What follows belongs to an exercise in optimizing a design on an open flow for small area; a production flow would make more cautious choices. Only simulation tests tie the RTL to the original design; equivalence was not proved. Power and IR drop assume default switching activity.

Setup of v21:
Design top, start of the top module:
module top(input clk, res, modo, mais, menos,
           output [6:0] h, m, s, output alarmeon, som);
Size in the first run: about 340 cells after synthesis, ~28 I/O pins, about 2800 um2 of cells after synthesis.
export LEC_CHECK = 0
export CAP_MARGIN = 20
export CORE_MARGIN = 2
export CORE_UTILIZATION = 40
export SLEW_MARGIN = 20
create_clock -name core_clock -period 5.0 [get_ports {clk}]
standard.sh (not shown) runs the stock make flow with config.mk's settings and CLKGATE_MAP_FILE= SYNTH_SCRIPT=/design/flow/synth_recipe.tcl, a recipe that flattens the netlist after the stock synthesis.
==> flow/flow/run.sh <==
#!/bin/bash
# Standard flow, with the standard synthesis's combinational logic re-mapped
# for area (registers untouched: same instances, names and cell types), ports
# buffered with the smallest buffer, and a clock tree without dummy loads.
set -uo pipefail
R=orfs/results/$FLOW_PLATFORM/top/base
LIB=$FLOW_HOME/platforms/$FLOW_PLATFORM/lib/sky130_fd_sc_hd__tt_025C_1v80.lib

# 1. standard synthesis, unchanged
bash standard.sh synth > synth.log 2>&1 || exit 1

# 2. re-map the combinational logic: several ABC runs, keep the smallest
cp $R/1_2_yosys.v $R/1_2_yosys.std.v
python3 flow/splitlib.py $LIB comb.lib seq.lib > splitlib.log 2>&1
DU=""
for c in $(grep -oE "cell \(\"?sky130_fd_sc_hd__(probe|lpflow)\w*" $LIB | sed 's/.*__/sky130_fd_sc_hd__/' | sort -u); do DU="$DU -dont_use $c"; done
mkdir -p remap
remap_one() {  # $1 = tag, $2 = input netlist, $3 = abc script text
  echo "$3" > remap/$1.script
  REMAP_IN=$2 REMAP_OUT=remap/$1.v REMAP_STAT=remap/$1.stat \
  REMAP_SCRIPT=remap/$1.script REMAP_LIB=$LIB REMAP_DONT_USE="$DU" \
    timeout 300 yosys -c flow/remap.tcl > remap/$1.log 2>&1 || rm -f remap/$1.v remap/$1.stat
}
area_of() { grep "Chip area" $1 | awk '{print $NF}'; }
best=$R/1_2_yosys.std.v; bestarea=1e9
pick_best() {  # keep the smallest netlist among remap/$1*.v
  for f in remap/$1*.stat; do
    [[ -f ${f%.stat}.v ]] || continue
    a=$(area_of $f)
    if python3 -c "import sys; sys.exit(0 if $a < $bestarea else 1)"; then best=${f%.stat}.v; bestarea=$a; fi
  done
  echo "after $1: $best $bestarea" >> remap/choice.txt
}
for round in 1 2 3; do
  src=$best
  for S in 0 1 2 3 4 5 6 7; do
    remap_one r${round}s$S $src "strash; &get -n; &deepsyn -J 20 -S $S -T 120; &put; dch -f; amap; topo" &
    if (( S % 4 == 3 )); then wait; fi
  done
  wait
  pick_best r${round}
done
if [[ "$best" != "$R/1_2_yosys.std.v" ]]; then cp $best $R/1_2_yosys.v; fi
rm -f $R/1_synth.odb $R/1_synth.sdc comb.lib seq.lib

# 3. the rest of the standard flow
bash standard.sh BUFFER_PORTS_ARGS="-buffer_cell sky130_fd_sc_hd__buf_1" \
  CTS_ARGS="-sink_clustering_enable -repair_clock_nets -dont_use_dummy_load" \
  finish > finish.log 2>&1
Other scripts of this flow, unchanged in this note and not shown: flow/flow/remap.tcl, flow/flow/splitlib.py
v21 finished end to end and its layout was clean on timing, DRC and antenna.
[inputs] v40 vs v21
- changing CORE_UTILIZATION from 40 to 85
==> comparison <==
v40 failed in 3_1_place_gp_skip_io with GPL-0301.
Width of the die, v21 and v40, higher one = v21.
Synthesized cell count: v40 vs v21, no meaningful difference
Comparing v21 against v40, there is no change at all in summed instance area of the synthesized netlist.
For the initial core utilization, v40 came in 49 points higher than v21 did.
Here is what was changed in the inputs of v27 compared with v40.
- a change of CORE_UTILIZATION from 85 to 75
## What came out
Comparing v40 against v27, there is no change at all in area after synthesis. Compared with v40, v27 shows a higher horizontal die dimension. v27 has completed all stages; timing, DRC and antenna checks passed. In the summary table, v40 is marked failed, with error GPL-0301 raised in 3_1_place_gp_skip_io. Per the comparison of v27 with v40, floorplan die height went up by about 6%, cell row count went up by 10%, initial core utilization went down by 13 points, cell count after synthesis was more or less identical, mean post-synth cell area was more or less identical.
The inputs of v32 differ from those of v27 as listed below.
- CORE_UTILIZATION now 60, was 75
Results
As far as highest cell delay on the worst timing path is concerned, v32 and v27 perform about the same.
The lower final setup slack of the worst path came out of v32.
The more densely filled core belongs to v27, not v32.
Comparing v32 and v27, the higher actual transition at the worst max-transition pin was measured on v32.
In the final design statistics, v32 uses more standard cells in total than v27.
| die height | v32 vs v27 | 7.2 um higher |
When v32 is measured against v27, its shortest period the worst path allows turns out 0.085 ns higher.
Compared v27 against v32; final area within noise.
--- input diff v32..v16 ---
- an added PLACE_DENSITY of 0.8
- an added GPL_TIMING_DRIVEN of 0
==> comparison <==
Cell count of v32 is on par with v16. v16 and v32 ended up with roughly the same clock power share. Compared with v32, in v16 count of clock-buffer cells in the layout closely matched the old numbers; overall power shows no meaningful change. Compared with v32, v16 shows a share of power burned in combinational logic that is 0.5 points higher. Cell area | v16 vs v32 | v16 larger. Comparing v32 with v16, the via count came out essentially unchanged.

Another version of the RTL of top (not shown whole).
Settings: LEC_CHECK=0, CAP_MARGIN=20, CORE_MARGIN=2, CORE_UTILIZATION=40, SLEW_MARGIN=20; clock period 5.0 ns.
==> flow/flow/run.sh <==
#!/bin/bash
# Standard flow, with the standard synthesis's combinational logic re-mapped
# for area (registers untouched: same instances, names and cell types), ports
# buffered with the smallest buffer, and a clock tree without dummy loads.
set -uo pipefail
R=orfs/results/$FLOW_PLATFORM/top/base
LIB=$FLOW_HOME/platforms/$FLOW_PLATFORM/lib/sky130_fd_sc_hd__tt_025C_1v80.lib

# 1. standard synthesis, unchanged
bash standard.sh synth > synth.log 2>&1 || exit 1

# 2. re-map the combinational logic: several ABC runs, keep the smallest
cp $R/1_2_yosys.v $R/1_2_yosys.std.v
python3 flow/splitlib.py $LIB comb.lib seq.lib > splitlib.log 2>&1
DU=""
for c in $(grep -oE "cell \(\"?sky130_fd_sc_hd__(probe|lpflow)\w*" $LIB | sed 's/.*__/sky130_fd_sc_hd__/' | sort -u); do DU="$DU -dont_use $c"; done
mkdir -p remap
remap_one() {  # $1 = tag, $2 = abc script text
  echo "$2" > remap/$1.script
  REMAP_IN=$R/1_2_yosys.std.v REMAP_OUT=remap/$1.v REMAP_STAT=remap/$1.stat \
  REMAP_SCRIPT=remap/$1.script REMAP_LIB=$LIB REMAP_DONT_USE="$DU" \
    timeout 300 yosys -c flow/remap.tcl > remap/$1.log 2>&1 || rm -f remap/$1.v remap/$1.stat
}
for S in 0 1 2 3 4 5 6 7; do
  remap_one s$S "strash; &get -n; &deepsyn -J 20 -S $S -T 120; &put; dch -f; amap; topo" &
  if (( S % 4 == 3 )); then wait; fi
done
remap_one plain "strash; dch; amap; topo"
wait
best=""; bestarea=""
for f in remap/*.stat; do
  [[ -f ${f%.stat}.v ]] || continue
  a=$(grep "Chip area" $f | awk '{print $NF}')
  if [[ -z "$best" ]] || python3 -c "import sys; sys.exit(0 if $a < $bestarea else 1)"; then best=${f%.stat}.v; bestarea=$a; fi
done
echo "best remap: $best $bestarea" > remap/choice.txt
if [[ -n "$best" ]]; then cp $best $R/1_2_yosys.v; fi
rm -f $R/1_synth.odb $R/1_synth.sdc comb.lib seq.lib

# 3. the rest of the standard flow
bash standard.sh BUFFER_PORTS_ARGS="-buffer_cell sky130_fd_sc_hd__buf_1" \
  CTS_ARGS="-sink_clustering_enable -repair_clock_nets -dont_use_dummy_load -sink_clustering_size 30 -sink_clustering_max_diameter 300" \
  finish > finish.log 2>&1
==> flow/flow/remap.tcl <==
# Re-map the combinational logic of the standard synthesis netlist for area.
# Flip-flops stay as they are (same instances, names and cell types): the
# sequential cells are read as black boxes, the combinational cells by function.
yosys read_liberty -lib seq.lib
yosys read_liberty -ignore_miss_func comb.lib
yosys read_verilog $::env(REMAP_IN)
yosys hierarchy -top $::env(FLOW_TOP)
yosys flatten
yosys opt -purge
yosys abc -script $::env(REMAP_SCRIPT) -liberty $::env(REMAP_LIB) {*}$::env(REMAP_DONT_USE)
yosys read_liberty -lib -overwrite $::env(REMAP_LIB)
yosys setundef -zero
yosys opt_clean -purge
yosys hilomap -singleton -hicell sky130_fd_sc_hd__conb_1 HI -locell sky130_fd_sc_hd__conb_1 LO
yosys splitnets
yosys opt_clean -purge
yosys check -assert
yosys write_verilog -noattr -nohex -nodec $::env(REMAP_OUT)
yosys tee -o $::env(REMAP_STAT) stat -liberty $::env(REMAP_LIB)
Other scripts of this flow, unchanged in this note and not shown: flow/flow/splitlib.py
The baseline passed the timing, design-rule and antenna checks.
Then changed:
--- a/flow/flow/run.sh
+++ b/flow/flow/run.sh
@@ -40,4 +40,4 @@
 # 3. the rest of the standard flow
 bash standard.sh BUFFER_PORTS_ARGS="-buffer_cell sky130_fd_sc_hd__buf_1" \
-  CTS_ARGS="-sink_clustering_enable -repair_clock_nets -dont_use_dummy_load -sink_clustering_size 30 -sink_clustering_max_diameter 300" \
+  CTS_ARGS="-sink_clustering_enable -repair_clock_nets -dont_use_dummy_load" \
   finish > finish.log 2>&1
What happened:
- The new run passed the timing, design-rule and antenna checks
- utilization is unchanged
- sequential power barely changes
- die area does not change
- design area stays the same
- total power stays the same
- hold slack does not change
- via count does not change
- count of clock-buffer cells in the layout stays the same
- final cell count is unchanged
- critical path depth is unchanged
Then changed:
--- a/flow/flow/run.sh
+++ b/flow/flow/run.sh
@@ -16,24 +16,30 @@
 for c in $(grep -oE "cell \(\"?sky130_fd_sc_hd__(probe|lpflow)\w*" $LIB | sed 's/.*__/sky130_fd_sc_hd__/' | sort -u); do DU="$DU -dont_use $c"; done
 mkdir -p remap
-remap_one() {  # $1 = tag, $2 = abc script text
-  echo "$2" > remap/$1.script
-  REMAP_IN=$R/1_2_yosys.std.v REMAP_OUT=remap/$1.v REMAP_STAT=remap/$1.stat \
+remap_one() {  # $1 = tag, $2 = input netlist, $3 = abc script text
+  echo "$3" > remap/$1.script
+  REMAP_IN=$2 REMAP_OUT=remap/$1.v REMAP_STAT=remap/$1.stat \
   REMAP_SCRIPT=remap/$1.script REMAP_LIB=$LIB REMAP_DONT_USE="$DU" \
     timeout 300 yosys -c flow/remap.tcl > remap/$1.log 2>&1 || rm -f remap/$1.v remap/$1.stat
 }
-for S in 0 1 2 3 4 5 6 7; do
-  remap_one s$S "strash; &get -n; &deepsyn -J 20 -S $S -T 120; &put; dch -f; amap; topo" &
-  if (( S % 4 == 3 )); then wait; fi
+area_of() { grep "Chip area" $1 | awk '{print $NF}'; }
+best=$R/1_2_yosys.std.v; bestarea=1e9
+pick_best() {  # keep the smallest netlist among remap/$1*.v
+  for f in remap/$1*.stat; do
+    [[ -f ${f%.stat}.v ]] || continue
+    a=$(area_of $f)
+    if python3 -c "import sys; sys.exit(0 if $a < $bestarea else 1)"; then best=${f%.stat}.v; bestarea=$a; fi
+  done
+  echo "after $1: $best $bestarea" >> remap/choice.txt
+}
+for round in 1 2 3; do
+  src=$best
+  for S in 0 1 2 3 4 5 6 7; do
+    remap_one r${round}s$S $src "strash; &get -n; &deepsyn -J 20 -S $S -T 120; &put; dch -f; amap; topo" &
+    if (( S % 4 == 3 )); then wait; fi
+  done
+  wait
+  pick_best r${round}
 done
-remap_one plain "strash; dch; amap; topo"
-wait
-best=""; bestarea=""
-for f in remap/*.stat; do
-  [[ -f ${f%.stat}.v ]] || continue
-  a=$(grep "Chip area" $f | awk '{print $NF}')
-  if [[ -z "$best" ]] || python3 -c "import sys; sys.exit(0 if $a < $bestarea else 1)"; then best=${f%.stat}.v; bestarea=$a; fi
-done
-echo "best remap: $best $bestarea" > remap/choice.txt
-if [[ -n "$best" ]]; then cp $best $R/1_2_yosys.v; fi
+if [[ "$best" != "$R/1_2_yosys.std.v" ]]; then cp $best $R/1_2_yosys.v; fi
 rm -f $R/1_synth.odb $R/1_synth.sdc comb.lib seq.lib
 
Final area is lower by 2.0%.
Area after synthesis is lower by 1.5%.
Clock skew is higher by 0.0068 ns.
Register-to-register slack is better by 0.10 ns.
Total power is higher by 11%.
Sequential cell count is unchanged.
Hold slack is worse by 0.014 ns.

## static timing again, ports no longer ideal
The results above use ideal ports. As a check the final layouts listed here were re-extracted and re-timed, cells and wires unchanged.
Step 1 sets driving cells, clkbuf_16 on the clock port and buf_2 on the other inputs (assumed; they add their load-dependent delay and slew).
Step 2, shift: input delay + t, output delay - t, t = (earliest + latest rising clock arrival at the registers) / 2. This alone moves slack from input paths to output paths.
Three values: no drivers, after step 1, after step 2; two values: the first two.
run | t, ns | slack for setup (ns) | latest minus earliest clock arrival (ns) | slew at the worst register clock pin (ns)
v21 | 0.329 | 1.218 / 1.189 / 1.185 | 0.026 / 0.027 | 0.10 / 0.10
v27 | 0.327 | 1.031 / 1.003 / 0.851 | 0.017 / 0.017 | 0.10 / 0.10
v32 | 0.325 | 0.946 / 0.919 / 0.744 | 0.016 / 0.016 | 0.10 / 0.10
v16 | 0.325 | 0.961 / 0.934 / 0.655 | 0.019 / 0.019 | 0.09 / 0.09
the first run of note 2 | 0.328 | 1.193 / 1.166 / 0.879 | 0.010 / 0.010 | 0.09 / 0.09
the second run of note 2 | 0.328 | 1.193 / 1.166 / 0.879 | 0.010 / 0.010 | 0.09 / 0.09
the third run of note 2 | 0.338 | 1.269 / 1.238 / 1.315 | 0.018 / 0.017 | 0.10 / 0.10
After both steps setup and hold are still met in every run listed.
